From an optimization exercise on the open Yosys and OpenROAD flow, aimed at small area; shortcuts taken in it are not production practice. Where RTL was checked, it was by simulation tests only, not by an equivalence proof against the original. No functional check of the RTL was part of runs 1 and 2. Power is estimated from default activity; no workload was simulated.

$ cat design/flow/design.v
`timescale 1ns / 1ps
module wave( 
	input clk,
	input rst,
	input z,
	input [5:0]max,
	output reg wav
	);
	reg [25:0]hi;
	reg [5:0]lo;
	function ge6(input [5:0]a,input [5:0]b);
		integer k;
		reg r;
		begin
			r=1;
			for(k=0;k<6;k=k+1)
				r=(a[k]&~b[k])|(~(a[k]^b[k])&r);
			ge6=r;
		end
	endfunction
	wire hit=z?((&hi)&(&lo)):((|hi)|ge6(lo,max));
	always@(posedge clk)
	begin
		if(rst|hit)
		begin
			hi<=0;
			lo<=0;
		end
		else
			{hi,lo}<={hi,lo}+32'd1;
		if(rst)
			wav<=0;
		else if(hit)
			wav<=~wav;
	end
endmodule
module music(
	input clk,
	input rst,
	input rst_n,
	output beep
	);
	reg [12:0]cnt; 
	reg [1:0]msel; 
	reg t;
	reg t_q;
	reg [2:0]left; 
	reg wt;
	reg [3:0]node;
	reg [5:0]idx; 
	reg [3:0]mnote;
	reg [2:0]mdelay;
	reg [5:0]mmax;
	wire t_rise=t&~t_q;
	always@(*)
	begin
		case(node)
			5:mmax=32;
			6:mmax=28;
			7:mmax=25;
			8:mmax=24;
			9:mmax=21;
			10:mmax=19;
			11:mmax=18;
			default:mmax=16;
		endcase
	end
	wave w(clk,rst,node==0,mmax,beep);
	wire hit=(msel==0)|(msel==1&(~cnt[1]&cnt[2]&~cnt[3]&~cnt[7]&cnt[8]))|(msel==2&(cnt[0]&~cnt[1]&~cnt[2]&~cnt[3]&cnt[5]&~cnt[6]&~cnt[9]&cnt[10]&cnt[11]&cnt[12]));
	always@(posedge clk)
	begin
		if(rst|~rst_n|hit)
			cnt<=0;
		else
			cnt<={cnt[11:0],~(cnt[7]^cnt[12])};
		if(rst)
			t<=0;
		else if(rst_n&hit)
			t<=~t;
		if(rst)
			t_q<=0;
		else
			t_q<=t;
	end
	always@(*)
	begin
		case(idx)
			6'd0:begin mnote=4'h5; mdelay=3'd4; end
			6'd1:begin mnote=4'h8; mdelay=3'd4; end
			6'd2:begin mnote=4'h8; mdelay=3'd0; end
			6'd5:begin mnote=4'h9; mdelay=3'd0; end
			6'd10:begin mnote=4'h8; mdelay=3'd0; end
			6'd21:begin mnote=4'h7; mdelay=3'd0; end
			6'd42:begin mnote=4'h6; mdelay=3'd4; end
			6'd20:begin mnote=4'h6; mdelay=3'd4; end
			6'd41:begin mnote=4'h6; mdelay=3'd4; end
			6'd19:begin mnote=4'h9; mdelay=3'd4; end
			6'd38:begin mnote=4'h9; mdelay=3'd0; end
			6'd12:begin mnote=4'ha; mdelay=3'd0; end
			6'd25:begin mnote=4'h9; mdelay=3'd0; end
			6'd50:begin mnote=4'h8; mdelay=3'd0; end
			6'd36:begin mnote=4'h7; mdelay=3'd4; end
			6'd8:begin mnote=4'h5; mdelay=3'd4; end
			6'd17:begin mnote=4'h5; mdelay=3'd4; end
			6'd34:begin mnote=4'ha; mdelay=3'd4; end
			6'd4:begin mnote=4'ha; mdelay=3'd0; end
			6'd9:begin mnote=4'hb; mdelay=3'd0; end
			6'd18:begin mnote=4'ha; mdelay=3'd0; end
			6'd37:begin mnote=4'h9; mdelay=3'd0; end
			6'd11:begin mnote=4'h8; mdelay=3'd4; end
			6'd22:begin mnote=4'h6; mdelay=3'd4; end
			6'd45:begin mnote=4'h5; mdelay=3'd0; end
			6'd27:begin mnote=4'h5; mdelay=3'd0; end
			6'd54:begin mnote=4'h6; mdelay=3'd4; end
			6'd44:begin mnote=4'h9; mdelay=3'd4; end
			6'd24:begin mnote=4'h7; mdelay=3'd4; end
			6'd49:begin mnote=4'h8; mdelay=3'd3; end
			6'd35:begin mnote=4'h5; mdelay=3'd4; end
			6'd7:begin mnote=4'h8; mdelay=3'd4; end
			6'd14:begin mnote=4'h8; mdelay=3'd4; end
			6'd29:begin mnote=4'h8; mdelay=3'd4; end
			6'd58:begin mnote=4'h7; mdelay=3'd3; end
			6'd52:begin mnote=4'h7; mdelay=3'd4; end
			6'd40:begin mnote=4'h8; mdelay=3'd4; end
			6'd16:begin mnote=4'h7; mdelay=3'd4; end
			6'd33:begin mnote=4'h6; mdelay=3'd4; end
			6'd3:begin mnote=4'h5; mdelay=3'd3; end
			6'd6:begin mnote=4'h9; mdelay=3'd4; end
			6'd13:begin mnote=4'ha; mdelay=3'd4; end
			6'd26:begin mnote=4'h9; mdelay=3'd4; end
			6'd53:begin mnote=4'h8; mdelay=3'd4; end
			6'd43:begin mnote=4'hc; mdelay=3'd4; end
			6'd23:begin mnote=4'h5; mdelay=3'd4; end
			6'd46:begin mnote=4'h5; mdelay=3'd0; end
			6'd28:begin mnote=4'h5; mdelay=3'd0; end
			6'd57:begin mnote=4'h6; mdelay=3'd4; end
			6'd51:begin mnote=4'h9; mdelay=3'd4; end
			6'd39:begin mnote=4'h7; mdelay=3'd4; end
			6'd15:begin mnote=4'h8; mdelay=3'd2; end
			default:begin mnote=4'bxxxx; mdelay=3'bxxx; end
		endcase
	end
	wire left1=left==3'd0;
	always@(posedge clk)
	begin
		if(rst)
			msel<=0;
		else if(rst_n&t_rise&left1)
			msel<=wt?2'd2:2'd1;
	end
	always@(posedge clk)
	begin
		if(rst|~rst_n)begin
			left<=3'd0;
			wt<=0;
			node<=0;
			idx<=0;
		end else if(t_rise) begin
			if(left1)
			begin
				if(wt)
				begin
					idx<=(idx[0]&idx[1]&idx[2]&idx[3])?6'd0:{idx[4:0],~(idx[0]^idx[5])};
					node<=mnote;
					left<=mdelay;
					wt<=0;
				end
				else
				begin
					node<=0;
					left<=3'd0;
					wt<=1;
				end
			end
			else
				left<={left[1:0],~(left[0]^left[2])};
		end
	end
endmodule
`timescale 1ns / 1ps
module button( 
	input in,
	input clk,
	input rst,
	output reg op
	);
	reg out;
	reg [8:0]cnt; 
	wire hit=(cnt[0]&cnt[1]&cnt[2]&~cnt[3]&~cnt[4]&~cnt[5]&~cnt[6]&cnt[7]&~cnt[8]);
	always@(posedge clk)
	begin
		if(rst)
		begin
			out<=0;
			op<=0;
		end
		else
		begin
			op<=hit&in;
			if(hit)
				out<=in;
		end
		if(rst|hit|(in==out))
			cnt<=0;
		else
			cnt<={cnt[7:0],~(cnt[3]^cnt[8])};
	end
endmodule
module switch( 
	input in,
	input clk,
	input rst,
	output reg out
	);
	reg [8:0]cnt;
	wire hit=(cnt[0]&cnt[1]&cnt[2]&~cnt[3]&~cnt[4]&~cnt[5]&~cnt[6]&cnt[7]&~cnt[8]);
	always@(posedge clk)
	begin
		if(rst)
			out<=0;
		else if(hit)
			out<=in;
		if(rst|hit|(in==out))
			cnt<=0;
		else
			cnt<={cnt[7:0],~(cnt[3]^cnt[8])};
	end
endmodule
module timebase(
	input clk,
	input rst,
	output reg [6:0]t7, 
	output rise_a, 
	output rise_b, 
	output rise_c, 
	output rise_d, 
	output rise_e, 
	output reg sq_f 
	);
	reg [5:0]qa;
	reg [13:0]qb;
	reg [14:0]qc;
	reg [15:0]qd;
	reg [8:0]qe;
	reg [4:0]qf;
	assign rise_a=(qa[0]&qa[1]&qa[2]&qa[3]);
	assign rise_b=(qb[1]&qb[2]&qb[4]&~qb[6]&qb[7]&~qb[8]&~qb[9]&~qb[10]&~qb[11]&qb[12]&qb[13]);
	assign rise_c=(qc[0]&~qc[1]&qc[2]&~qc[3]&qc[4]&~qc[5]&~qc[6]&qc[8]&~qc[9]&~qc[10]&~qc[11]&~qc[12]&~qc[13]);
	assign rise_d=(qd[0]&~qd[1]&~qd[2]&~qd[3]&qd[4]&~qd[5]&~qd[6]&~qd[7]&~qd[8]&qd[11]&qd[12]&qd[13]&~qd[14]&~qd[15]);
	assign rise_e=(qe[0]&qe[1]&qe[2]&qe[3]&~qe[4]&~qe[5]&~qe[6]&~qe[7]&qe[8]);
	wire end_f=(~qf[0]&~qf[1]&~qf[3]&qf[4]);
	always@(posedge clk)
	begin
		if(rst)
		begin
			t7<=0;
			qa<=6'd27;
			qb<=14'd4899;
			qc<=15'd1034;
			qd<=16'd62712;
			qe<=9'd319;
			qf<=0;
			sq_f<=0;
		end
		else
		begin
			t7<=t7+7'd1;
			qa<=rise_a?6'd0:{qa[4:0],~(qa[0]^qa[5])};
			qb<=rise_b?14'd0:{qb[12:0],~(qb[12]^qb[13])};
			qc<=rise_c?15'd0:{qc[13:0],~(qc[0]^qc[14])};
			qd<=rise_d?16'd0:{qd[14:0],~(qd[2]^qd[15])};
			qe<=rise_e?9'd0:{qe[7:0],~(qe[3]^qe[8])};
			qf<=end_f?5'd0:{qf[3:0],~(qf[0]^qf[4])};
			if(end_f)
				sq_f<=~sq_f;
		end
	end
endmodule
module twinkle8( 
	input clk,
	input rst,
	input rise,
	input [6:0]cnt,
	output [7:0]o
	);
	reg [7:0]br0;
	always@(posedge clk)
	begin
		if(rst)
			br0<=0;
		else if(rise)
			br0<=br0+8'd1;
	end
	function ge5(input [4:0]a,input [4:0]b);
		integer k;
		reg r;
		begin
			r=1;
			for(k=0;k<5;k=k+1)
				r=(a[k]&~b[k])|(~(a[k]^b[k])&r);
			ge5=r;
		end
	endfunction
	wire p=ge5(br0[4:0],cnt[4:0]);
	wire q=ge5(~cnt[4:0],br0[4:0]);
	genvar i;
	generate
		for(i=0;i<8;i=i+1)
		begin:tw
			wire [2:0]hb=br0[7:5]+i;
			wire [1:0]h=hb[2]?~hb[1:0]:hb[1:0];
			wire e=hb[2]?q:p;
			assign o[i]=(h>cnt[6:5])|((h==cnt[6:5])&e);
		end
	endgenerate
endmodule
module sound(
	input clk,
	input rst,
	input press,
	input guesswrong,
	input win,
	input press_sound,
	output beep
	);
	wire music_out;
	reg press_en;
	reg [12:0]press_cnt; 
	reg guesswrong_en;
	reg [3:0]guesswrong_node; 
	reg [11:0]guesswrong_cnt; 
	reg [5:0]guesswrong_max;
	wire guesswrong_sound;
	music music1(clk,rst,win,music_out);
	always@(*)
	begin
		case(guesswrong_node)
			4'd8:guesswrong_max=6'd48;
			4'd12:guesswrong_max=6'd43;
			4'd14:guesswrong_max=6'd38;
			4'd7:guesswrong_max=6'd36;
			4'd11:guesswrong_max=6'd32;
			4'd13:guesswrong_max=6'd28;
			4'd6:guesswrong_max=6'd25;
			4'd3:guesswrong_max=6'd24;
			4'd9:guesswrong_max=6'd21;
			4'd4:guesswrong_max=6'd19;
			4'd10:guesswrong_max=6'd18;
			4'd5:guesswrong_max=6'd16;
			4'd2:guesswrong_max=6'd14;
			4'd1:guesswrong_max=6'd13;
			4'd0:guesswrong_max=6'd12;
			default:guesswrong_max=6'bxxxxxx;
		endcase
	end
	wave wv(clk,rst,guesswrong_node==4'b1111,guesswrong_max,guesswrong_sound);
	wire press_end=(~press_cnt[0]&~press_cnt[1]&~press_cnt[2]&~press_cnt[3]&press_cnt[4]&~press_cnt[7]&~press_cnt[9]&press_cnt[10]&press_cnt[11]&~press_cnt[12]);
	always@(posedge clk)
	begin
		if(rst|press)
			press_cnt<=0;
		else
			press_cnt<={press_cnt[11:0],~(press_cnt[5]^press_cnt[12])};
		if(rst)
			press_en<=0;
		else if(press)
			press_en<=1;
		else if(press_end)
			press_en<=0;
	end
	wire gw_end=(~guesswrong_cnt[1]&guesswrong_cnt[2]&~guesswrong_cnt[3]&guesswrong_cnt[4]&guesswrong_cnt[5]&~guesswrong_cnt[6]&guesswrong_cnt[7]&~guesswrong_cnt[8]&~guesswrong_cnt[9]&~guesswrong_cnt[11]);
	wire gw_last=guesswrong_node==4'd8||guesswrong_node==4'b1111;
	always@(posedge clk)
	begin
		if(rst)
			guesswrong_cnt<=12'd1204;
		else if(guesswrong|gw_end)
			guesswrong_cnt<=0;
		else
			guesswrong_cnt<={guesswrong_cnt[10:0],~(guesswrong_cnt[0]^guesswrong_cnt[11])};
		if(rst)begin
			guesswrong_en<=0;
			guesswrong_node<=4'b1111;
		end else if(guesswrong)begin
			guesswrong_en<=1;
			guesswrong_node<=4'd0;
		end else if(gw_end)begin
			if(~gw_last)
				guesswrong_node<={guesswrong_node[2:0],~(guesswrong_node[0]^guesswrong_node[3])};
			else
				guesswrong_en<=0;
		end
	end
	assign beep=press_en?press_sound:
		guesswrong_en?guesswrong_sound:
		win?music_out:1'b1;
endmodule
module top(
	input clk, 
	input rst, 
	input [7:0]sw, 
	input [3:0]btn, 
	output [3:0]an, 
	output reg [6:0]seg, 
	output dp, 
	output [7:0]led, 
	output beep 
	);
	wire key_l,key_r,key_i,key_d;
	wire sw0,sw1,sw5,sw6,sw7;
	button b1(btn[3],clk,rst,key_l);
	button b2(btn[2],clk,rst,key_r);
	button b3(btn[1],clk,rst,key_i);
	button b4(btn[0],clk,rst,key_d);
	switch s0(sw[0],clk,rst,sw0);
	switch s1(sw[1],clk,rst,sw1);
	switch s5(sw[5],clk,rst,sw5);
	switch s6(sw[6],clk,rst,sw6);
	switch s7(sw[7],clk,rst,sw7);
	wire [6:0]t7;
	wire rise_a,rise_b,rise_c,rise_d,rise_e,sq_f;
	timebase tb1(clk,rst,t7,rise_a,rise_b,rise_c,rise_d,rise_e,sq_f);
	reg [1:0]gamestate; 
	reg [3:0]curr_rec; 
	reg win;
	reg [15:0]ans;
	reg edit_rst;
	reg mem_we;
	reg gameover_rst;
	reg guess_wrong;
	reg [1:0]curr; 
	reg [15:0]num; 
	reg [15:0]rnd;
	reg [15:0]random;
	wire nosame_ok=num[3:0]!=num[7:4]&&num[3:0]!=num[11:8]&&num[3:0]!=num[15:12]&&
		num[7:4]!=num[11:8]&&num[7:4]!=num[15:12]&&num[11:8]!=num[15:12];
	wire rnd_ok=rnd[3:0]!=rnd[7:4]&&rnd[3:0]!=rnd[11:8]&&rnd[3:0]!=rnd[15:12]&&
		rnd[7:4]!=rnd[11:8]&&rnd[7:4]!=rnd[15:12]&&rnd[11:8]!=rnd[15:12];
	wire hit4=num==ans; 
	always@(posedge clk)
	begin
		if(rst)begin
			gamestate<=0;
			curr_rec<=0;
			win<=0;
			ans<=16'h1234;
			edit_rst<=0;
			mem_we<=0;
			gameover_rst<=0;
			guess_wrong<=0;
		end
		else if(sw7)begin
			gamestate<=0;
			curr_rec<=0;
			win<=0;
		end
		else begin
			guess_wrong<=0;
			case(gamestate)
				0:begin
					if(key_l|key_r|key_i|key_d)begin
						gamestate<=1;
						curr_rec<=0;
						ans<=random;
						edit_rst<=1;
					end
				end
				1:begin
					edit_rst<=0;
					if(sw1&&~sw0)begin 
						gamestate<=2;
						if(nosame_ok)begin
							curr_rec<=curr_rec+4'd1;
							mem_we<=1;
							if(~hit4)
								guess_wrong<=1;
						end
					end
				end
				2:begin
					if(nosame_ok)begin
						mem_we<=0;
						if(hit4)begin
							win<=1;
							curr_rec<=curr_rec-4'd1;
							gamestate<=3;
							gameover_rst<=1;
						end else if(curr_rec==8)begin
							win<=0;
							gamestate<=3;
							gameover_rst<=1;
						end
					end
					if(~sw1)
						gamestate<=1;
				end
				3:begin
					gameover_rst<=0;
					if(~sw1)begin
						gamestate<=0;
						curr_rec<=0;
						win<=0;
					end
				end
			endcase
		end
	end
	wire play=~sw6&&(gamestate==1||gamestate==2);
	wire edit_on=play&&~sw0&&gamestate==1;
	wire rec_on=play&&sw0;
	wire edit_l=edit_on&key_l;
	wire edit_r=edit_on&key_r;
	wire edit_i=edit_on&key_i;
	wire edit_d=edit_on&key_d;
	wire rec_i=rec_on&key_i;
	wire rec_d=rec_on&key_d;
	function [3:0]inc10(input [3:0]d);
		case(d)
			0:inc10=1; 1:inc10=2; 2:inc10=3; 3:inc10=4; 4:inc10=5;
			5:inc10=6; 6:inc10=7; 7:inc10=8; 8:inc10=9; default:inc10=0;
		endcase
	endfunction
	function [3:0]dec10(input [3:0]d);
		case(d)
			1:dec10=0; 2:dec10=1; 3:dec10=2; 4:dec10=3; 5:dec10=4;
			6:dec10=5; 7:dec10=6; 8:dec10=7; 9:dec10=8; default:dec10=9;
		endcase
	endfunction
	reg [3:0]cd;
	always@(*)
	begin
		case(curr)
			0:cd=num[3:0];
			1:cd=num[7:4];
			2:cd=num[11:8];
			3:cd=num[15:12];
		endcase
	end
	wire [3:0]cd_new=edit_i?inc10(cd):dec10(cd);
	always@(posedge clk)
	begin
		if(rst|edit_rst)
			curr<=3;
		else if(edit_l)
			curr<={curr[1]^curr[0],~curr[0]};
		else if(edit_r)
			curr<={curr[1]^~curr[0],~curr[0]};
	end
	always@(posedge clk)
	begin
		if(rst|edit_rst)
			num<=0;
		else if(edit_i|edit_d)
			case(curr)
				0:num[3:0]<=cd_new;
				1:num[7:4]<=cd_new;
				2:num[11:8]<=cd_new;
				3:num[15:12]<=cd_new;
			endcase
	end
	always@(posedge clk)
	begin
		if(rst)
			rnd<=0;
		else
		begin
			rnd[3:0]<=inc10(rnd[3:0]);
			if(rnd[3:0]==9)
				rnd[7:4]<=inc10(rnd[7:4]);
			if(rnd[7:0]==8'h99)
				rnd[11:8]<=inc10(rnd[11:8]);
			if(rnd[11:0]==12'h999)
				rnd[15:12]<=inc10(rnd[15:12]);
		end
	end
	always@(posedge clk)
	begin
		if(rst)
			random<=16'd123;
		else if(rnd_ok)
			random<=rnd;
	end
	function [6:0]enc2(input [3:0]a,input [3:0]b);
		case({a[3],b[3]})
			2'b00:enc2={1'b0,a[2:0],b[2:0]};
			2'b10:enc2={3'b100,a[0],b[2:0]};
			2'b01:enc2={3'b101,b[0],a[2:0]};
			2'b11:enc2={5'b11000,a[0],b[0]};
		endcase
	endfunction
	function [7:0]dec2(input [6:0]x);
		casez(x[6:4])
			3'b0??:dec2={1'b0,x[5:3],1'b0,x[2:0]};
			3'b100:dec2={3'b100,x[3],1'b0,x[2:0]};
			3'b101:dec2={1'b0,x[2:0],3'b100,x[3]};
			default:dec2={3'b100,x[1],3'b100,x[0]};
		endcase
	endfunction
	reg we_q;
	reg [13:0]mem0,mem1,mem2,mem3,mem4,mem5,mem6,mem7;
	reg [2:0]showrec;
	wire [2:0]currrec=curr_rec[2:0];
	wire [2:0]mem_addr=(sw6||gamestate==0||gamestate==3)?3'd0:sw0?showrec:currrec;
	wire mem_wr=mem_we&~we_q;
	wire [13:0]wdata={enc2(num[15:12],num[11:8]),enc2(num[7:4],num[3:0])}&{14{~rst}};
	always@(posedge clk)
	begin
		if(rst)
			we_q<=0;
		else
			we_q<=mem_we;
	end
	always@(posedge clk) if(rst||(mem_wr&&mem_addr==0)) mem0<=wdata;
	always@(posedge clk) if(rst||(mem_wr&&mem_addr==1)) mem1<=wdata;
	always@(posedge clk) if(rst||(mem_wr&&mem_addr==2)) mem2<=wdata;
	always@(posedge clk) if(rst||(mem_wr&&mem_addr==3)) mem3<=wdata;
	always@(posedge clk) if(rst||(mem_wr&&mem_addr==4)) mem4<=wdata;
	always@(posedge clk) if(rst||(mem_wr&&mem_addr==5)) mem5<=wdata;
	always@(posedge clk) if(rst||(mem_wr&&mem_addr==6)) mem6<=wdata;
	always@(posedge clk) if(rst||(mem_wr&&mem_addr==7)) mem7<=wdata;
	reg [13:0]memraw; 
	always@(*)
	begin
		case(showrec)
			0:memraw=mem0;
			1:memraw=mem1;
			2:memraw=mem2;
			3:memraw=mem3;
			4:memraw=mem4;
			5:memraw=mem5;
			6:memraw=mem6;
			7:memraw=mem7;
		endcase
	end
	wire [15:0]memdata={dec2(memraw[13:7]),dec2(memraw[6:0])};
	reg [1:0]rstate;
	always@(posedge clk)
	begin
		if(rst|~sw0|rec_i|rec_d)
			rstate<=0;
		else if(rise_c)
			rstate<={rstate[0],~rstate[1]&~rstate[0]};
	end
	always@(posedge clk)
	begin
		if(rst)
			showrec<=0;
		else if(showrec>=currrec)
			showrec<=0;
		else if(rec_i)
			showrec<=(showrec+3'd1==currrec)?3'd0:showrec+3'd1;
		else if(rec_d)
			showrec<=(showrec!=0)?showrec-3'd1:currrec-3'd1;
	end
	reg blink;
	reg [3:0]hk; 
	reg [4:0]ck; 
	reg cl; 
	reg ls; 
	always@(posedge clk)
	begin
		if(rst)
		begin
			blink<=0;
			hk<=0;
		end
		else if(rise_b)
		begin
			blink<=~blink;
			hk<=(hk[1]&hk[2])?4'd0:{hk[2:0],~(hk[0]^hk[3])};
		end
	end
	always@(posedge clk)
	begin
		if(rst)
		begin
			cl<=0;
			ck<=0;
		end
		else if(gameover_rst)
		begin
			cl<=1;
			ck<=0;
		end
		else if(rise_b)
			ck<=(~ck[0]&~ck[1]&ck[4])?5'd0:{ck[3:0],~(ck[0]^ck[4])};
	end
	always@(posedge clk)
	begin
		if(rst|gameover_rst)
			ls<=0;
		else if(rise_d)
			ls<=~ls;
	end
	reg [1:0]c;
	always@(posedge clk)
	begin
		if(rst)
			c<=0;
		else if(rise_a)
			c<={c[1]^c[0],~c[0]};
	end
	assign an={~(c[1]&c[0]),~(c[1]&~c[0]),~(~c[1]&c[0]),~(~c[1]&~c[0])};
	wire [15:0]jn=sw0?memdata:num;
	reg [3:0]xd,ad;
	always@(*)
	begin
		case(c)
			0:begin xd=jn[3:0]; ad=ans[3:0]; end
			1:begin xd=jn[7:4]; ad=ans[7:4]; end
			2:begin xd=jn[11:8]; ad=ans[11:8]; end
			3:begin xd=jn[15:12]; ad=ans[15:12]; end
		endcase
	end
	wire [3:0]e0={jn[3:0]==ans[15:12],jn[3:0]==ans[11:8],jn[3:0]==ans[7:4],jn[3:0]==ans[3:0]};
	wire [3:0]e1={jn[7:4]==ans[15:12],jn[7:4]==ans[11:8],jn[7:4]==ans[7:4],jn[7:4]==ans[3:0]};
	wire [3:0]e2={jn[11:8]==ans[15:12],jn[11:8]==ans[11:8],jn[11:8]==ans[7:4],jn[11:8]==ans[3:0]};
	wire [3:0]e3={jn[15:12]==ans[15:12],jn[15:12]==ans[11:8],jn[15:12]==ans[7:4],jn[15:12]==ans[3:0]};
	wire [3:0]m=c[1]?{e3[3],e2[2],e1[1],e0[0]}:
		{e3[2]|e3[1]|e3[0],e2[3]|e2[1]|e2[0],e1[3]|e1[2]|e1[0],e0[3]|e0[2]|e0[1]};
	reg [2:0]jcnt;
	always@(*)
	begin
		case(m)
			4'b0000:jcnt=0;
			4'b0001,4'b0010,4'b0100,4'b1000:jcnt=1;
			4'b0011,4'b0101,4'b0110,4'b1001,4'b1010,4'b1100:jcnt=2;
			4'b1111:jcnt=4;
			default:jcnt=3;
		endcase
	end
	wire [4:0]jch=c[0]?{2'd0,jcnt}:{4'b0101,~c[1]};
	reg [4:0]hch;
	always@(*)
	begin
		case({hk,c})
			{4'd0,2'd0}:hch=5'd31;
			{4'd0,2'd1}:hch=5'd31;
			{4'd0,2'd2}:hch=5'd31;
			{4'd0,2'd3}:hch=5'd31;
			{4'd1,2'd0}:hch=5'd16;
			{4'd1,2'd1}:hch=5'd31;
			{4'd1,2'd2}:hch=5'd31;
			{4'd1,2'd3}:hch=5'd31;
			{4'd2,2'd0}:hch=5'd14;
			{4'd2,2'd1}:hch=5'd16;
			{4'd2,2'd2}:hch=5'd31;
			{4'd2,2'd3}:hch=5'd31;
			{4'd5,2'd0}:hch=5'd18;
			{4'd5,2'd1}:hch=5'd14;
			{4'd5,2'd2}:hch=5'd16;
			{4'd5,2'd3}:hch=5'd31;
			{4'd10,2'd0}:hch=5'd18;
			{4'd10,2'd1}:hch=5'd18;
			{4'd10,2'd2}:hch=5'd14;
			{4'd10,2'd3}:hch=5'd16;
			{4'd4,2'd0}:hch=5'd0;
			{4'd4,2'd1}:hch=5'd18;
			{4'd4,2'd2}:hch=5'd18;
			{4'd4,2'd3}:hch=5'd14;
			{4'd9,2'd0}:hch=5'd31;
			{4'd9,2'd1}:hch=5'd0;
			{4'd9,2'd2}:hch=5'd18;
			{4'd9,2'd3}:hch=5'd18;
			{4'd3,2'd0}:hch=5'd31;
			{4'd3,2'd1}:hch=5'd31;
			{4'd3,2'd2}:hch=5'd0;
			{4'd3,2'd3}:hch=5'd18;
			{4'd6,2'd0}:hch=5'd31;
			{4'd6,2'd1}:hch=5'd31;
			{4'd6,2'd2}:hch=5'd31;
			{4'd6,2'd3}:hch=5'd0;
			default:hch=5'bxxxxx;
		endcase
	end
	reg [4:0]cch;
	always@(*)
	begin
		case({ck,c})
			{5'd0,2'd0}:cch=5'd31;
			{5'd0,2'd1}:cch=5'd31;
			{5'd0,2'd2}:cch=5'd31;
			{5'd0,2'd3}:cch=5'd31;
			{5'd1,2'd0}:cch=5'd12;
			{5'd1,2'd1}:cch=5'd31;
			{5'd1,2'd2}:cch=5'd31;
			{5'd1,2'd3}:cch=5'd31;
			{5'd2,2'd0}:cch=5'd29;
			{5'd2,2'd1}:cch=5'd12;
			{5'd2,2'd2}:cch=5'd31;
			{5'd2,2'd3}:cch=5'd31;
			{5'd5,2'd0}:cch=5'd19;
			{5'd5,2'd1}:cch=5'd29;
			{5'd5,2'd2}:cch=5'd12;
			{5'd5,2'd3}:cch=5'd31;
			{5'd10,2'd0}:cch=5'd9;
			{5'd10,2'd1}:cch=5'd19;
			{5'd10,2'd2}:cch=5'd29;
			{5'd10,2'd3}:cch=5'd12;
			{5'd21,2'd0}:cch=5'd22;
			{5'd21,2'd1}:cch=5'd9;
			{5'd21,2'd2}:cch=5'd19;
			{5'd21,2'd3}:cch=5'd29;
			{5'd11,2'd0}:cch=5'd10;
			{5'd11,2'd1}:cch=5'd22;
			{5'd11,2'd2}:cch=5'd9;
			{5'd11,2'd3}:cch=5'd19;
			{5'd22,2'd0}:cch=5'd23;
			{5'd22,2'd1}:cch=5'd10;
			{5'd22,2'd2}:cch=5'd22;
			{5'd22,2'd3}:cch=5'd9;
			{5'd12,2'd0}:cch=5'd24;
			{5'd12,2'd1}:cch=5'd23;
			{5'd12,2'd2}:cch=5'd10;
			{5'd12,2'd3}:cch=5'd22;
			{5'd25,2'd0}:cch=5'd18;
			{5'd25,2'd1}:cch=5'd24;
			{5'd25,2'd2}:cch=5'd23;
			{5'd25,2'd3}:cch=5'd10;
			{5'd19,2'd0}:cch=5'd10;
			{5'd19,2'd1}:cch=5'd18;
			{5'd19,2'd2}:cch=5'd24;
			{5'd19,2'd3}:cch=5'd23;
			{5'd7,2'd0}:cch=5'd23;
			{5'd7,2'd1}:cch=5'd10;
			{5'd7,2'd2}:cch=5'd18;
			{5'd7,2'd3}:cch=5'd24;
			{5'd14,2'd0}:cch=5'd28;
			{5'd14,2'd1}:cch=5'd23;
			{5'd14,2'd2}:cch=5'd10;
			{5'd14,2'd3}:cch=5'd18;
			{5'd29,2'd0}:cch=5'd29;
			{5'd29,2'd1}:cch=5'd28;
			{5'd29,2'd2}:cch=5'd23;
			{5'd29,2'd3}:cch=5'd10;
			{5'd27,2'd0}:cch=5'd19;
			{5'd27,2'd1}:cch=5'd29;
			{5'd27,2'd2}:cch=5'd28;
			{5'd27,2'd3}:cch=5'd23;
			{5'd23,2'd0}:cch=5'd5;
			{5'd23,2'd1}:cch=5'd19;
			{5'd23,2'd2}:cch=5'd29;
			{5'd23,2'd3}:cch=5'd28;
			{5'd15,2'd0}:cch=5'd31;
			{5'd15,2'd1}:cch=5'd5;
			{5'd15,2'd2}:cch=5'd19;
			{5'd15,2'd3}:cch=5'd29;
			{5'd30,2'd0}:cch=5'd31;
			{5'd30,2'd1}:cch=5'd31;
			{5'd30,2'd2}:cch=5'd5;
			{5'd30,2'd3}:cch=5'd19;
			{5'd28,2'd0}:cch=5'd31;
			{5'd28,2'd1}:cch=5'd31;
			{5'd28,2'd2}:cch=5'd31;
			{5'd28,2'd3}:cch=5'd5;
			default:cch=5'bxxxxx;
		endcase
	end
	reg [4:0]n; 
	always@(*)
	begin
		if(sw6)
			n={1'b0,ad};
		else if(gamestate==0)
			n=hch;
		else if(gamestate==3)
		begin
			if(win)
				n=cl?cch:5'd0;
			else if(ls)
				n={1'b0,ad};
			else
				case(c)
					3:n=5'd18;
					2:n=5'd0;
					1:n=5'd5;
					0:n=5'd14;
				endcase
		end
		else if(sw0)
		begin
			if(currrec==0)
				case(c)
					3:n=5'd19;
					2:n=5'd29;
					1:n=5'd19;
					0:n=5'd14;
				endcase
			else
				case(rstate)
					0:case(c)
						3:n={1'b0,{1'b0,showrec}+4'd1};
						2:n=5'd29;
						1:n=5'd15;
						0:n={2'd0,currrec};
					endcase
					1:n={1'b0,xd};
					default:n=jch;
				endcase
		end
		else if(gamestate==1)
			n=(~blink&&curr==c)?5'd27:{1'b0,xd};
		else if(nosame_ok)
			n=jch;
		else
			case(c)
				3:n=5'd14;
				2:n=5'd22;
				1:n=5'd22;
				0:n=5'd31;
			endcase
	end
	always@(*)
	begin
		case(n)
			0:seg=7'b1000000; 
			1:seg=7'b1111001; 
			2:seg=7'b0100100; 
			3:seg=7'b0110000; 
			4:seg=7'b0011001; 
			5:seg=7'b0010010; 
			6:seg=7'b0000010; 
			7:seg=7'b1111000; 
			8:seg=7'b0000000; 
			9:seg=7'b0010000; 
			10:seg=7'b0001000; 
			11:seg=7'b0000011; 
			12:seg=7'b1000110; 
			13:seg=7'b0100001; 
			14:seg=7'b0000110; 
			15:seg=7'b0001110; 
			16:seg=7'b0001001; 
			17:seg=7'b1110001; 
			18:seg=7'b1000111; 
			19:seg=7'b0101011; 
			20:seg=7'b0001100; 
			21:seg=7'b0011000; 
			22:seg=7'b0101111; 
			23:seg=7'b0000111; 
			24:seg=7'b1000001; 
			25:seg=7'b0010001; 
			26:seg=7'b0111111; 
			27:seg=7'b1110111; 
			28:seg=7'b1111011; 
			29:seg=7'b0100011; 
			30:seg=7'b1100011; 
			31:seg=7'b1111111;
		endcase
	end
	wire [7:0]tw;
	twinkle8 twinkle81(clk,rst,rise_e,t7,tw);
	wire sound_out;
	sound sound1(clk,rst,key_l|key_r|key_i|key_d,guess_wrong,win,sq_f,sound_out);
	assign beep=sw5?sound_out:1'b1;
	assign dp=1;
	assign led={curr_rec<=7,curr_rec<=6,curr_rec<=5,curr_rec<=4,curr_rec<=3,curr_rec<=2,curr_rec<=1,curr_rec==0}&tw;
endmodule
$ cat design/flow/flow/run.sh
#!/bin/bash
# Own flow: the standard synthesis, then its combinational logic re-mapped
# for area by ABC (flip-flop instances untouched), then the standard layout.
# Each tool writes its full output to a log file in this folder.
set -euo pipefail
R=$PWD/orfs/results/$FLOW_PLATFORM/top/base
LIB=$FLOW_HOME/platforms/$FLOW_PLATFORM/lib/sky130_fd_sc_hd__tt_025C_1v80.lib
YOSYS=$FLOW_HOME/../tools/install/yosys/bin/yosys
command -v "$YOSYS" >/dev/null 2>&1 || YOSYS=yosys

bash standard.sh synth > synth_std.log 2>&1
cp $R/1_2_yosys.v netlist_std.v

FFS=$(grep -o "sky130_fd_sc_hd__[a-z]*df[a-z0-9_]*" netlist_std.v | sort -u | tr '\n' ' ')
sed -e "s#@LIB@#$LIB#g" -e "s#@FFS@#$FFS#g" -e "s#@ABC@#$PWD/flow/area.abc#g" \
    -e "s#@IN@#$PWD/netlist_std.v#g" -e "s#@OUT@#$PWD/netlist_resyn.v#g" flow/resyn.ys > resyn.ys
"$YOSYS" -l resyn.log -s resyn.ys > /dev/null 2>&1

cp netlist_resyn.v $R/1_2_yosys.v
rm -f $R/1_synth.odb $R/1_synth.sdc
bash standard.sh synth > synth_odb.log 2>&1
# clock tree: large buffers on clusters of flip-flops, no dummy loads
export CTS_ARGS="-sink_clustering_enable -repair_clock_nets -sink_clustering_size 16 -sink_clustering_max_diameter 50 -buf_list {sky130_fd_sc_hd__clkbuf_8 sky130_fd_sc_hd__clkbuf_16} -dont_use_dummy_load"
bash standard.sh > layout.log 2>&1
$ cat design/flow/flow/area.abc
strash
balance -l
resub -K 6 -l
rewrite -l
resub -K 6 -N 2 -l
refactor -l
resub -K 8 -l
balance -l
resub -K 8 -N 2 -l
rewrite -l
resub -K 10 -l
rewrite -z -l
resub -K 10 -N 2 -l
balance -l
resub -K 12 -l
refactor -z -l
resub -K 12 -N 2 -l
rewrite -z -l
balance -l
&get -n
&deepsyn -T 60
&put
dch -f
amap
$ cat design/flow/flow/resyn.ys
# re-map the combinational logic of the standard synthesis netlist
read_liberty -ignore_miss_func @LIB@
read_verilog @IN@
hierarchy -top top
setattr -mod -set keep_hierarchy 1 @FFS@
flatten top
select -module top
opt_clean
abc -liberty @LIB@ -script @ABC@ -dont_use sky130_fd_sc_hd__probe_p_8 -dont_use sky130_fd_sc_hd__probec_p_8 -dont_use *lpflow*
opt_clean -purge
hilomap -singleton -hicell sky130_fd_sc_hd__conb_1 HI -locell sky130_fd_sc_hd__conb_1 LO
splitnets
opt_clean -purge
select -clear
tee -o resyn_stat.txt stat -liberty @LIB@ top
select top
write_verilog -noattr -nohex -nodec -selected @OUT@
$ cat design/flow/standard.sh
#!/bin/bash
# synth_recipe.tcl (not shown) runs the flow's synth.tcl, then flattens the netlist and writes it again
# the make line also repeats each setting of config.mk as NAME=value (left out here)
make -C /OpenROAD-flow-scripts/flow DESIGN_CONFIG=/design/flow/config.mk WORK_HOME=/design/flow/orfs CLKGATE_MAP_FILE= SYNTH_SCRIPT=/design/flow/synth_recipe.tcl "${@:-finish}"
$ cat design/flow/config.mk
export PLATFORM = sky130hd
export DESIGN_NAME = top
export DESIGN_NICKNAME = top
export VERILOG_FILES = /design/flow/design.v
export SDC_FILE = /design/flow/constraint.sdc
export NUM_CORES = 4
export LEC_CHECK = 0
export CAP_MARGIN = 0
export CORE_MARGIN = 2
export CORE_UTILIZATION = 50
export SLEW_MARGIN = 0
$ cat design/flow/constraint.sdc
create_clock -name core_clock -period 12.0 [get_ports {clk}]
set_input_delay 2.4000 -clock core_clock [delete_from_list [all_inputs] [get_ports {clk}]]
set_output_delay 2.4000 -clock core_clock [all_outputs]
set_load 0.01 [all_outputs]
==> results of run 1 <==
[routing by layer]
layer | GRT usage (%) | vias up | share of wire (%)
li1 | - | 9742 | -
met1 | 36.9 | 9430 | 45
met2 | 43.1 | 793 | 45
met3 | 4.83 | 149 | 7.8
met4 | 8.11 | 0 | 2.6
met5 | 0 | - | 0
[worst max-delay path: cells and delay by family, from the launching register on]
| family | cells | cell delay (ps) |
|---|---|---|
| AOI/OAI and AO/OA | 10 | 3400 |
| and+or+nand+nor | 13 | 2060 |
| buffers and inverters | 7 | 2190 |
| DFF | 1 | 380 |
[sequential cells by signal (all words and copies together) (netlist names), 12 cells and up]
| register | flops |
|---|---|
| sound1.music1.cnt | 13 |
| sound1.press_cnt | 13 |
| mem6 | 14 |
| random | 16 |
| mem3 | 14 |
| num | 16 |
| mem5 | 14 |
| mem0 | 14 |
| ans | 16 |
| mem7 | 14 |
| sound1.guesswrong_cnt | 12 |
| tb1.qc | 15 |
| sound1.music1.w.hi | 26 |
| mem1 | 14 |
| tb1.qb | 14 |
| sound1.wv.hi | 26 |
| rnd | 16 |
| mem2 | 14 |
| mem4 | 14 |
| tb1.qd | 16 |
[power by group]
part / switching [mW] / internal, mW / total [mW]
clock network: 0.580 / 0.658 / 1.24
registers: 0.0543 / 1.90 / 1.96
logic: 0.242 / 0.111 / 0.353
total: 0.877 / 2.67 / 3.55
[layout make-up]
class / instances / share of cell area, %
clock buffers: 45 / 4.54
repair buffers: 51 / 1.84
inverters: 344 / 5.21
flip-flops and latches: 525 / 46.9
multi-input cells: 1743 / 38.5
well taps: 592 / 2.99
[what timing repair did]
action                     in CTS  in global routing
buffers inserted                0                  0
setup endpoints to repair       0                  4
gates resized for setup         0                  2
[stage by stage]
stage          utilization, %  total power [mW]
2_1_floorplan               -              2.21
3_3_place_gp             53.5              2.33
3_5_place_dp             53.5              2.33
4_1_cts                  56.0              3.57
5_1_grt                  56.1              3.68
6_report                 56.1              3.55
[how the worst max path moves through the flow]
| stage | start | to | depth (start not counted) |
|---|---|---|---|
| 6_report | showrec[0]$_SDFFE_PP0P_ | seg[3] | 30 |
| 5_1_grt | showrec[0]$_SDFFE_PP0P_ | seg[3] | 32 |
| 4_1_cts | showrec[0]$_SDFFE_PP0P_ | seg[2] | 32 |
| 3_5_place_dp | showrec[0]$_SDFFE_PP0P_ | seg[2] | 32 |
| 3_3_place_gp | showrec[0]$_SDFFE_PP0P_ | seg[1] | 27 |
| 2_1_floorplan | showrec[1]$_SDFFE_PP0P_ | seg[2] | 35 |
==> impl_results.md, run 1 <==
- Die height: 216 um
- Reg2reg end: sound1.music1.w.hi[5]$_SDFF_PP0_
- Post-Place Setup Slack: 1460 ps
- GR Overflow Total: 0
- Fmax: 90.6 MHz
- WHS Endpoint: b4.cnt[7]$_SDFF_PP0_
- Post-route cell area: 0.0248 mm2
- Fin cells: 3,300
- Final min period: 11,040 ps
- Internal reg-to-reg setup slack: 6330 ps
- Status: complete, no violations
- Slew @ Worst Pin: 1240 ps
- Root buf cell: clkbuf_16
- Post-Syn Area: 0.0224 mm2
- Max Slew Vio Count: 0
- IO Pins: 35
- Synthesized instance count: 2,612
- Cts hold-fix bufs: 0
- FILL cells: 4,090
- Commonest non-fill, non-tap cells in the layout: 441 x nor2_1, 413 x dfxtp_1, 343 x clkinv_1
- Pre-antenna DRT Iters: 6
- PwrDens: 143 mW/mm2
- Area after DPL: 0.0237 mm2
- Vias post-DR: 20.1k
- Critical path's slowest cell: o21ai_0
- Clock slew at reported path FFs: 60 ps
- Area of the multi-input gates: 0.00956 mm2
- Number of global-route vias before repair: 18.8k
- CTS buffer count: 45
- Most Frequent Cell on Critical Path: nor2_1
- CTS tree: yes
- Hold Crit Depth: 2
- WL/cell: 19.0 um
- Startpoint types: flop
- Avg Cell Area, Syn: 8.59 um2
- Synthesis-to-layout area growth: 10.5%
- First-pass GRT wire length: 101,000 um
- Routed WL: 62,700 um
- Largest net degree at the start of global routing: 48
- Iteration-0 DRC Markers: 2,008
- Die X: 216 um
- Worst min path class: flop to flop
- Setup CP Type: flop to primary output
- Register cell area after layout: 0.0116 mm2
- FP Rows: 77
- CP arrival: 8640 ps
- Starting Density: 50.8%
- Worst hold slack: 416 ps
- Max incr delay on CP: 780 ps
- RSZ-0062 raised after global routing: false
- Max cap viols: 0
- Post-route DRC: 0
- Worst-Skew Late Latency: 570 ps
- TritonCTS Sinks: 525
- Share of layout cells above drive strength 1: 2.73%
- CP required: 9600 ps
- Max VDD drop: 0.122 mV
- Core Area: 0.0442 mm2
- GRT Util Overall: 26.8%
- Ys Warns: 8
- Initial antenna violation count: 0
- Fin nets: 2,724
- Clock Tree Buf Depth: 3
- CP Max Fanout: 18
- Final hold vios: 0
- Worst setup EP type: primary output
- Setup WS post-layout: 958 ps
- Setup tns final: 0 ps
- R2r worst-path depth: 35
- H-tree Lvls: 2
- Antenna cells: 0
- Die ar.: 0.0466 mm2
- Slew headroom: 16.2%
- Final period utilization: 92.0%
- Max Clock Skew: 53.8 ps
- Via density: 6.10
- Final ANT Viol Nets: 0
- Final count of negative-setup-slack endpoints: 0
- Worst hold path startpoint: b4.cnt[6]$_SDFF_PP0_
- Commonest non-fill, non-tap cell in the layout: nor2_1
- Mapped Nets: 2,626
- DP HPWL: 43,600 um
- Final GP Congestion: 0.960
- IO Port Bufs: 30
- Post-Place Cells: 3,255
- Leak: 8.44 nW
- Reg-to-reg startpoint: sound1.music1.w.lo[0]$_SDFF_PP0_
==> run 2, diff against run 1 <==
--- a/design/flow/flow/run.sh
+++ b/design/flow/flow/run.sh
@@ -21,4 +21,4 @@
 bash standard.sh synth > synth_odb.log 2>&1
 # clock tree: large buffers on clusters of flip-flops, no dummy loads
-export CTS_ARGS="-sink_clustering_enable -repair_clock_nets -sink_clustering_size 16 -sink_clustering_max_diameter 50 -buf_list {sky130_fd_sc_hd__clkbuf_8 sky130_fd_sc_hd__clkbuf_16} -dont_use_dummy_load"
+export CTS_ARGS="-sink_clustering_enable -repair_clock_nets -sink_clustering_size 30 -sink_clustering_max_diameter 60 -buf_list sky130_fd_sc_hd__clkbuf_16 -dont_use_dummy_load"
 bash standard.sh > layout.log 2>&1
==> impl_results.md, run 2 <==
- Post-Syn Area: 0.0224 mm2
- Ys Warns: 8
- Clock Tree Buf Depth: 3
- Commonest non-fill, non-tap cells in the layout: 441 x nor2_1, 413 x dfxtp_1, 343 x clkinv_1
- Post-route DRC: 0
- Initial antenna violation count: 0
- Synthesis-to-layout area growth: 9.70%
- Startpoint types: flop
- Register cell area after layout: 0.0116 mm2
- Fin nets: 2,717
- Die height: 216 um
- Max Slew Vio Count: 0
- Setup CP Type: flop to primary output
- Clock slew at reported path FFs: 90 ps
- Fmax: 89.4 MHz
- RSZ-0062 raised after global routing: false
- Biggest regs: sound1.music1.w.hi (26), sound1.wv.hi (26)
- Vias post-DR: 20.0k
- Status: complete, no violations
- Post-CTS sizing: 0
- Final ANT Viol Nets: 0
- First-pass GRT wire length: 101,000 um
- Slew @ Worst Pin: 1190 ps
- Final hold vios: 0
- Post-Place Cells: 3,255
- Worst hold slack: 393 ps
- Pre-antenna DRT Iters: 6
- Die ar.: 0.0466 mm2
- WL/cell: 19.0 um
- CTS buffer count: 38
- TritonCTS Sinks: 525
- FILL cells: 4,100
- FP Rows: 77
- Area of the multi-input gates: 0.00956 mm2
- Fin cells: 3,293
- CP arrival: 8790 ps
- Post-Place Setup Slack: 1460 ps
- Worst-Skew Late Latency: 590 ps
- Final period utilization: 93.2%
- Largest net degree at the start of global routing: 48
- Iteration-0 DRC Markers: 1,874
- Starting Density: 50.8%
- Final GP Congestion: 0.960
- Max VDD drop: 0.0924 mV
- Area after DPL: 0.0237 mm2
- IO Port Bufs: 30
- Mapped Nets: 2,626
- Max Clock Skew: 46.2 ps
- Max cap viols: 0
- Final count of negative-setup-slack endpoints: 0
- Die X: 216 um
- Root buf cell: clkbuf_16
- DP HPWL: 43,600 um
- CP required: 9600 ps
- PwrDens: 139 mW/mm2
- Leak: 8.35 nW
- Core Area: 0.0442 mm2
- Post-route cell area: 0.0246 mm2
- Worst setup EP type: primary output
- Avg Cell Area, Syn: 8.59 um2
- Number of global-route vias before repair: 18.8k
- Critical path's slowest cell: o21ai_0
- Final min period: 11,190 ps
- Slew headroom: 19.8%
- Routed WL: 62,600 um
- Post-CTS setup buffers: 0
- Internal reg-to-reg setup slack: 6310 ps
- H-tree Lvls: 2
- CTS tree: yes
- Share of layout cells above drive strength 1: 2.48%
- Worst min path class: flop to flop
- Setup tns final: 0 ps
- GRT Util Overall: 26.8%
- Power, Total: 3.43 mW
- Setup WS post-layout: 811 ps
- Via density: 6.08
- Final Util: 55.7%
- Cts hold-fix bufs: 0
- Antenna cells: 0
- Commonest non-fill, non-tap cell in the layout: nor2_1
- Max incr delay on CP: 650 ps
- Most Frequent Cell on Critical Path: nor2_1
- Synthesized instance count: 2,612
- GR Overflow Total: 0
- CP Max Fanout: 18
- IO Pins: 35
## run 2: where the power goes
part	internal (mW)	switching, mW	total [mW]
sequential	1.90	0.0538	1.95
combinational	0.111	0.241	0.352
clock	0.560	0.569	1.13
total	2.57	0.864	3.43
## run 2: final timing paths
| path | start | end | cells past startpoint |
|---|---|---|---|
| setup reg to reg | sound1.music1.w.lo[0]$_SDFF_PP0_ | sound1.music1.w.lo[5]$_SDFF_PP0_ | 35 |
| setup / recovery | showrec[0]$_SDFFE_PP0P_ | seg[2] | 34 |
| hold reg to reg | sound1.music1.mdelay[1]$_DFF_P_ | sound1.music1.left[1]$_SDFFE_PP0P_ | 2 |
| hold / removal | sound1.music1.mdelay[1]$_DFF_P_ | sound1.music1.left[1]$_SDFFE_PP0P_ | 2 |
## run 2: routing by layer
| layer | GRT usage [%] | part of all wire [%] | up-vias |
|---|---|---|---|
| li1 | - | - | 9741 |
| met1 | 36.8 | 45 | 9400 |
| met2 | 42.8 | 45 | 761 |
| met3 | 4.36 | 7.4 | 130 |
| met4 | 9.38 | 2.8 | 0 |
| met5 | 0 | 0 | - |
## run 2: cell type report
cell class | instances | share of cell area [%]
Tap cell | 592 | 3.01
Inverter | 344 | 5.24
Clock buffer | 38 | 3.86
Timing Repair Buffer | 51 | 1.85
Sequential cell | 525 | 47.2
Multi-Input combinational cell | 1743 | 38.8
## run 2: worst max-delay path, delay by kind of cell, from the launching register on
family,cells,cell delay (ps)
AO/OA/AOI/OAI,15,3610
buffers and inverters,8,2300
flip-flops,1,370
AND/OR/NAND/NOR,11,1970
==> run 3, diff against run 2 <==
--- a/design/flow/design.v
+++ b/design/flow/design.v
@@ -668,5 +668,5 @@
 		begin
 			blink<=~blink;
-			hk<=(hk[1]&hk[2])?4'd0:{hk[2:0],~(hk[0]^hk[3])};
+			hk<=(hk==8)?4'd0:hk+4'd1;
 		end
 	end
@@ -684,5 +684,5 @@
 		end
 		else if(rise_b)
-			ck<=(~ck[0]&~ck[1]&ck[4])?5'd0:{ck[3:0],~(ck[0]^ck[4])};
+			ck<=(ck==18)?5'd0:ck+5'd1;
 	end
 	always@(posedge clk)
@@ -731,44 +731,17 @@
 	end
 	wire [4:0]jch=c[0]?{2'd0,jcnt}:{4'b0101,~c[1]};
+	wire [4:0]hj0={1'b0,hk}+{3'd0,~c};
+	wire [3:0]hj=(hj0>=9)?hj0-5'd9:hj0;
+	wire [5:0]cj0={1'b0,ck}+{4'd0,~c};
+	wire [4:0]cj=(cj0>=19)?cj0-6'd19:cj0;
 	reg [4:0]hch;
 	always@(*)
 	begin
-		case({hk,c})
-			{4'd0,2'd0}:hch=5'd31;
-			{4'd0,2'd1}:hch=5'd31;
-			{4'd0,2'd2}:hch=5'd31;
-			{4'd0,2'd3}:hch=5'd31;
-			{4'd1,2'd0}:hch=5'd16;
-			{4'd1,2'd1}:hch=5'd31;
-			{4'd1,2'd2}:hch=5'd31;
-			{4'd1,2'd3}:hch=5'd31;
-			{4'd2,2'd0}:hch=5'd14;
-			{4'd2,2'd1}:hch=5'd16;
-			{4'd2,2'd2}:hch=5'd31;
-			{4'd2,2'd3}:hch=5'd31;
-			{4'd5,2'd0}:hch=5'd18;
-			{4'd5,2'd1}:hch=5'd14;
-			{4'd5,2'd2}:hch=5'd16;
-			{4'd5,2'd3}:hch=5'd31;
-			{4'd10,2'd0}:hch=5'd18;
-			{4'd10,2'd1}:hch=5'd18;
-			{4'd10,2'd2}:hch=5'd14;
-			{4'd10,2'd3}:hch=5'd16;
-			{4'd4,2'd0}:hch=5'd0;
-			{4'd4,2'd1}:hch=5'd18;
-			{4'd4,2'd2}:hch=5'd18;
-			{4'd4,2'd3}:hch=5'd14;
-			{4'd9,2'd0}:hch=5'd31;
-			{4'd9,2'd1}:hch=5'd0;
-			{4'd9,2'd2}:hch=5'd18;
-			{4'd9,2'd3}:hch=5'd18;
-			{4'd3,2'd0}:hch=5'd31;
-			{4'd3,2'd1}:hch=5'd31;
-			{4'd3,2'd2}:hch=5'd0;
-			{4'd3,2'd3}:hch=5'd18;
-			{4'd6,2'd0}:hch=5'd31;
-			{4'd6,2'd1}:hch=5'd31;
-			{4'd6,2'd2}:hch=5'd31;
-			{4'd6,2'd3}:hch=5'd0;
+		case(hj)
+			0,1,2,3:hch=5'd31;
+			4:hch=5'd16;
+			5:hch=5'd14;
+			6,7:hch=5'd18;
+			8:hch=5'd0;
 			default:hch=5'bxxxxx;
 		endcase
@@ -777,81 +750,21 @@
 	always@(*)
 	begin
-		case({ck,c})
-			{5'd0,2'd0}:cch=5'd31;
-			{5'd0,2'd1}:cch=5'd31;
-			{5'd0,2'd2}:cch=5'd31;
-			{5'd0,2'd3}:cch=5'd31;
-			{5'd1,2'd0}:cch=5'd12;
-			{5'd1,2'd1}:cch=5'd31;
-			{5'd1,2'd2}:cch=5'd31;
-			{5'd1,2'd3}:cch=5'd31;
-			{5'd2,2'd0}:cch=5'd29;
-			{5'd2,2'd1}:cch=5'd12;
-			{5'd2,2'd2}:cch=5'd31;
-			{5'd2,2'd3}:cch=5'd31;
-			{5'd5,2'd0}:cch=5'd19;
-			{5'd5,2'd1}:cch=5'd29;
-			{5'd5,2'd2}:cch=5'd12;
-			{5'd5,2'd3}:cch=5'd31;
-			{5'd10,2'd0}:cch=5'd9;
-			{5'd10,2'd1}:cch=5'd19;
-			{5'd10,2'd2}:cch=5'd29;
-			{5'd10,2'd3}:cch=5'd12;
-			{5'd21,2'd0}:cch=5'd22;
-			{5'd21,2'd1}:cch=5'd9;
-			{5'd21,2'd2}:cch=5'd19;
-			{5'd21,2'd3}:cch=5'd29;
-			{5'd11,2'd0}:cch=5'd10;
-			{5'd11,2'd1}:cch=5'd22;
-			{5'd11,2'd2}:cch=5'd9;
-			{5'd11,2'd3}:cch=5'd19;
-			{5'd22,2'd0}:cch=5'd23;
-			{5'd22,2'd1}:cch=5'd10;
-			{5'd22,2'd2}:cch=5'd22;
-			{5'd22,2'd3}:cch=5'd9;
-			{5'd12,2'd0}:cch=5'd24;
-			{5'd12,2'd1}:cch=5'd23;
-			{5'd12,2'd2}:cch=5'd10;
-			{5'd12,2'd3}:cch=5'd22;
-			{5'd25,2'd0}:cch=5'd18;
-			{5'd25,2'd1}:cch=5'd24;
-			{5'd25,2'd2}:cch=5'd23;
-			{5'd25,2'd3}:cch=5'd10;
-			{5'd19,2'd0}:cch=5'd10;
-			{5'd19,2'd1}:cch=5'd18;
-			{5'd19,2'd2}:cch=5'd24;
-			{5'd19,2'd3}:cch=5'd23;
-			{5'd7,2'd0}:cch=5'd23;
-			{5'd7,2'd1}:cch=5'd10;
-			{5'd7,2'd2}:cch=5'd18;
-			{5'd7,2'd3}:cch=5'd24;
-			{5'd14,2'd0}:cch=5'd28;
-			{5'd14,2'd1}:cch=5'd23;
-			{5'd14,2'd2}:cch=5'd10;
-			{5'd14,2'd3}:cch=5'd18;
-			{5'd29,2'd0}:cch=5'd29;
-			{5'd29,2'd1}:cch=5'd28;
-			{5'd29,2'd2}:cch=5'd23;
-			{5'd29,2'd3}:cch=5'd10;
-			{5'd27,2'd0}:cch=5'd19;
-			{5'd27,2'd1}:cch=5'd29;
-			{5'd27,2'd2}:cch=5'd28;
-			{5'd27,2'd3}:cch=5'd23;
-			{5'd23,2'd0}:cch=5'd5;
-			{5'd23,2'd1}:cch=5'd19;
-			{5'd23,2'd2}:cch=5'd29;
-			{5'd23,2'd3}:cch=5'd28;
-			{5'd15,2'd0}:cch=5'd31;
-			{5'd15,2'd1}:cch=5'd5;
-			{5'd15,2'd2}:cch=5'd19;
-			{5'd15,2'd3}:cch=5'd29;
-			{5'd30,2'd0}:cch=5'd31;
-			{5'd30,2'd1}:cch=5'd31;
-			{5'd30,2'd2}:cch=5'd5;
-			{5'd30,2'd3}:cch=5'd19;
-			{5'd28,2'd0}:cch=5'd31;
-			{5'd28,2'd1}:cch=5'd31;
-			{5'd28,2'd2}:cch=5'd31;
-			{5'd28,2'd3}:cch=5'd5;
+		case(cj)
+			0,1,2,3:cch=5'd31;
+			4:cch=5'd12;
+			5:cch=5'd29;
+			6:cch=5'd19;
+			7:cch=5'd9;
+			8:cch=5'd22;
+			9:cch=5'd10;
+			10:cch=5'd23;
+			11:cch=5'd24;
+			12:cch=5'd18;
+			13:cch=5'd10;
+			14:cch=5'd23;
+			15:cch=5'd28;
+			16:cch=5'd29;
+			17:cch=5'd19;
+			18:cch=5'd5;
 			default:cch=5'bxxxxx;
 		endcase
@@ -927,23 +840,17 @@
 			11:seg=7'b0000011; 
 			12:seg=7'b1000110; 
-			13:seg=7'b0100001; 
 			14:seg=7'b0000110; 
 			15:seg=7'b0001110; 
 			16:seg=7'b0001001; 
-			17:seg=7'b1110001; 
 			18:seg=7'b1000111; 
 			19:seg=7'b0101011; 
-			20:seg=7'b0001100; 
-			21:seg=7'b0011000; 
 			22:seg=7'b0101111; 
 			23:seg=7'b0000111; 
 			24:seg=7'b1000001; 
-			25:seg=7'b0010001; 
-			26:seg=7'b0111111; 
 			27:seg=7'b1110111; 
 			28:seg=7'b1111011; 
 			29:seg=7'b0100011; 
-			30:seg=7'b1100011; 
 			31:seg=7'b1111111;
+			default:seg=7'bxxxxxxx; 
 		endcase
 	end
--- a/design/flow/flow/run.sh
+++ b/design/flow/flow/run.sh
@@ -21,4 +21,6 @@
 bash standard.sh synth > synth_odb.log 2>&1
 # clock tree: large buffers on clusters of flip-flops, no dummy loads
-export CTS_ARGS="-sink_clustering_enable -repair_clock_nets -sink_clustering_size 30 -sink_clustering_max_diameter 60 -buf_list sky130_fd_sc_hd__clkbuf_16 -dont_use_dummy_load"
+export CTS_ARGS="-sink_clustering_enable -repair_clock_nets -sink_clustering_size 35 -sink_clustering_max_diameter 80 -buf_list sky130_fd_sc_hd__clkbuf_16 -dont_use_dummy_load"
+# small port buffers
+export BUFFER_PORTS_ARGS="-buffer_cell sky130_fd_sc_hd__buf_1"
 bash standard.sh > layout.log 2>&1
==> impl_results.md, run 3 <==
- Status: complete, no violations
- H-tree Lvls: 1
- Commonest non-fill, non-tap cell in the layout: nor2_1
- Worst-Skew Late Latency: 610 ps
- Number of global-route vias before repair: 18.4k
- Fin nets: 2,628
- Via density: 6.07
- RSZ-0062 raised after global routing: false
- Final ANT Viol Nets: 0
- Root buf cell: clkbuf_16
- Sequential fraction of design power: 63.3%
- Synthesized instance count: 2,530
- Ys Warns: 8
- Post-Place Setup Slack: 2670 ps
- CP required: 9600 ps
- Startpoint types: flop
- Max Clock Skew: 66.3 ps
- Die ar.: 0.0460 mm2
- Vias post-DR: 19.5k
- Leak: 8.15 nW
- Slew @ Worst Pin: 1310 ps
- Max Slew Vio Count: 0
- Worst hold slack: 418 ps
- Starting Density: 50.4%
- DP HPWL: 42,200 um
- Post-Place Cells: 3,177
- Final Util: 54.3%
- First-pass GRT wire length: 96,600 um
- Final GP Congestion: 1.00
- Number of buffers and inverters on the critical path: 10
- Biggest regs: sound1.music1.w.hi (26), sound1.wv.hi (26)
- CTS tree: yes
- Largest net degree at the start of global routing: 58
- Final min period: 10,140 ps
- Slew headroom: 11.2%
- Post-CTS setup buffers: 0
- Final period utilization: 84.5%
- Final hold vios: 0
- Int Pwr: 2.28 mW
- Fin cells: 3,204
- Fmax: 98.6 MHz
- TritonCTS Sinks: 525
- GR Overflow Total: 0
- IO Pins: 35
- FP Rows: 77
- Core Area: 0.0439 mm2
- Combinational share of power: 5.0%
- Gr busiest metal: met2
- Net switching share of the total power: 22.3%
- Setup CP Type: flop to primary output
- Initial antenna violation count: 0
- Post-CTS sizing: 0
- Final count of negative-setup-slack endpoints: 0
- Top delay family on crit path: compound AO/OA/AOI/OAI gates
- GR Util met1: 36.1%
- Synthesis-to-layout area growth: 7.77%
- Critical path's slowest cell: a222oi_1
- Share of layout cells above drive strength 1: 2.07%
- Max incr delay on CP: 860 ps
- Die X: 214 um
- Avg Cell Area, Syn: 8.76 um2
- CP arrival: 7740 ps
- Worst path depth: 31
- WL/cell: 18.7 um
- Max VDD drop: 0.0987 mV
- PwrDens: 123 mW/mm2
- Worst min path class: flop to flop
- Hold Crit Depth: 1
- CTS buffer count: 27
- Worst setup EP type: primary output
- IO Port Bufs: 30
- Pre-antenna DRT Iters: 7
- Post-Syn Area: 0.0222 mm2
- GRT Util Overall: 25.6%
- Met3 Use GR: 2.74%
- Mapped Nets: 2,544
- Clock Tree Buf Depth: 3
- Iteration-0 DRC Markers: 1,992
- Psw: 654 uW
- Post-route DRC: 0
- Met2 global-route usage: 40.8%
- Most Frequent Cell on Critical Path: clkinv_1
- Max cap viols: 0
- Commonest non-fill, non-tap cells in the layout: 419 x nor2_1, 413 x dfxtp_1, 323 x clkinv_1
- Routed WL: 59,800 um
- Setup WS post-layout: 1860 ps
- Cts hold-fix bufs: 0
- R2r worst-path depth: 26
- Clk pwr share: 31.7%
- CP Max Fanout: 18
- Die height: 214 um
- Setup tns final: 0 ps
- Antenna cells: 0
- Clock slew at reported path FFs: 120 ps
run 3: changes by cell type in the layout (fill, tap and decap cells not counted), sizes merged, moves of 13 or more:
cell / previous run / this run
a22oi: 42 / 29
nor3: 95 / 117
nand2: 170 / 150
o21ai: 169 / 145
buf: 22 / 54
a211oi: 56 / 43
clkdlybuf4s50: 29 / 0
and3: 35 / 64
o221ai: 18 / 35
a21oi: 112 / 74
clkinv: 343 / 324
nor2: 441 / 419
o22ai: 161 / 177
run 3: power by group through the flow:
stage          Combinational [mW]  Clock (mW)  Sequential, mW
2_1_floorplan              0.0978           0            1.89
3_3_place_gp                0.143           0            1.90
3_5_place_dp                0.145           0            1.90
4_1_cts                     0.145       0.962            1.86
5_1_grt                     0.164        1.02            1.86
6_report                    0.146       0.931            1.86
run 3: final timing paths:
kind                              start                          end  slack [ps]
max             showrec[0]$_SDFFE_PP0P_                       seg[6]        1860
min                b1.cnt[0]$_SDFF_PP0_         b1.cnt[1]$_SDFF_PP0_         420
max reg2reg  sound1.wv.lo[1]$_SDFF_PP0_  sound1.wv.hi[12]$_SDFF_PP0_        6660
min reg2reg        b1.cnt[0]$_SDFF_PP0_         b1.cnt[1]$_SDFF_PP0_         420
run 3: metal layers:
metal  vias to the layer above  wire length, um
met2                       712            26400
met1                      9137            27300
li1                       9474                -
met5                         -                0
met4                         0             2190
met3                       128             3850
run 3: area by class of cell:
cell class                      count  area (um2)
Multi-Input combinational cell   1681        9310
Fill cell                        4169       20100
Tap cell                          592         741
Timing Repair Buffer               55         304
Inverter                          324        1220
Sequential cell                   525       11600
Clock buffer                       27         676
run 3: metrics by stage:
| stage | total power, mW | cell area [um2] |
|---|---|---|
| after floorplan | 1.99 | 22200 |
| after global placement | 2.04 | 23200 |
| after detailed placement | 2.04 | 23200 |
| after CTS | 2.97 | 23900 |
| after global routing | 3.04 | 23900 |
| final | 2.94 | 23900 |

[afterwards: timing with drivers on the ports]
Ports are ideal in the flow. The routed layouts listed here were re-timed in OpenROAD. Step 1: set_driving_cell puts a clkbuf_16 on clk and a buf_2 on each other input, an assumption about the parent block. Step 2 adds t to the input delays and takes it off the output delays; t is the mean of the earliest and latest rising clock arrival at the registers after step 1. Input paths then give back, and output paths get back, about the clock's delay inside the block. a / b / c = no drivers / after step 1 / after step 2; a / b = the first two.
run | t, ns | setup WS [ns] | latest minus earliest clock arrival (ns) | cell pins on the clock port's net
run 1 | 0.606 | 0.958 / 0.901 / 1.507 | 0.062 / 0.062 | 1
run 2 | 0.613 | 0.811 / 0.753 / 1.366 | 0.064 / 0.064 | 1
run 3 | 0.638 | 1.860 / 1.803 / 2.441 | 0.067 / 0.066 | 1
After both steps every run listed still meets setup and hold.
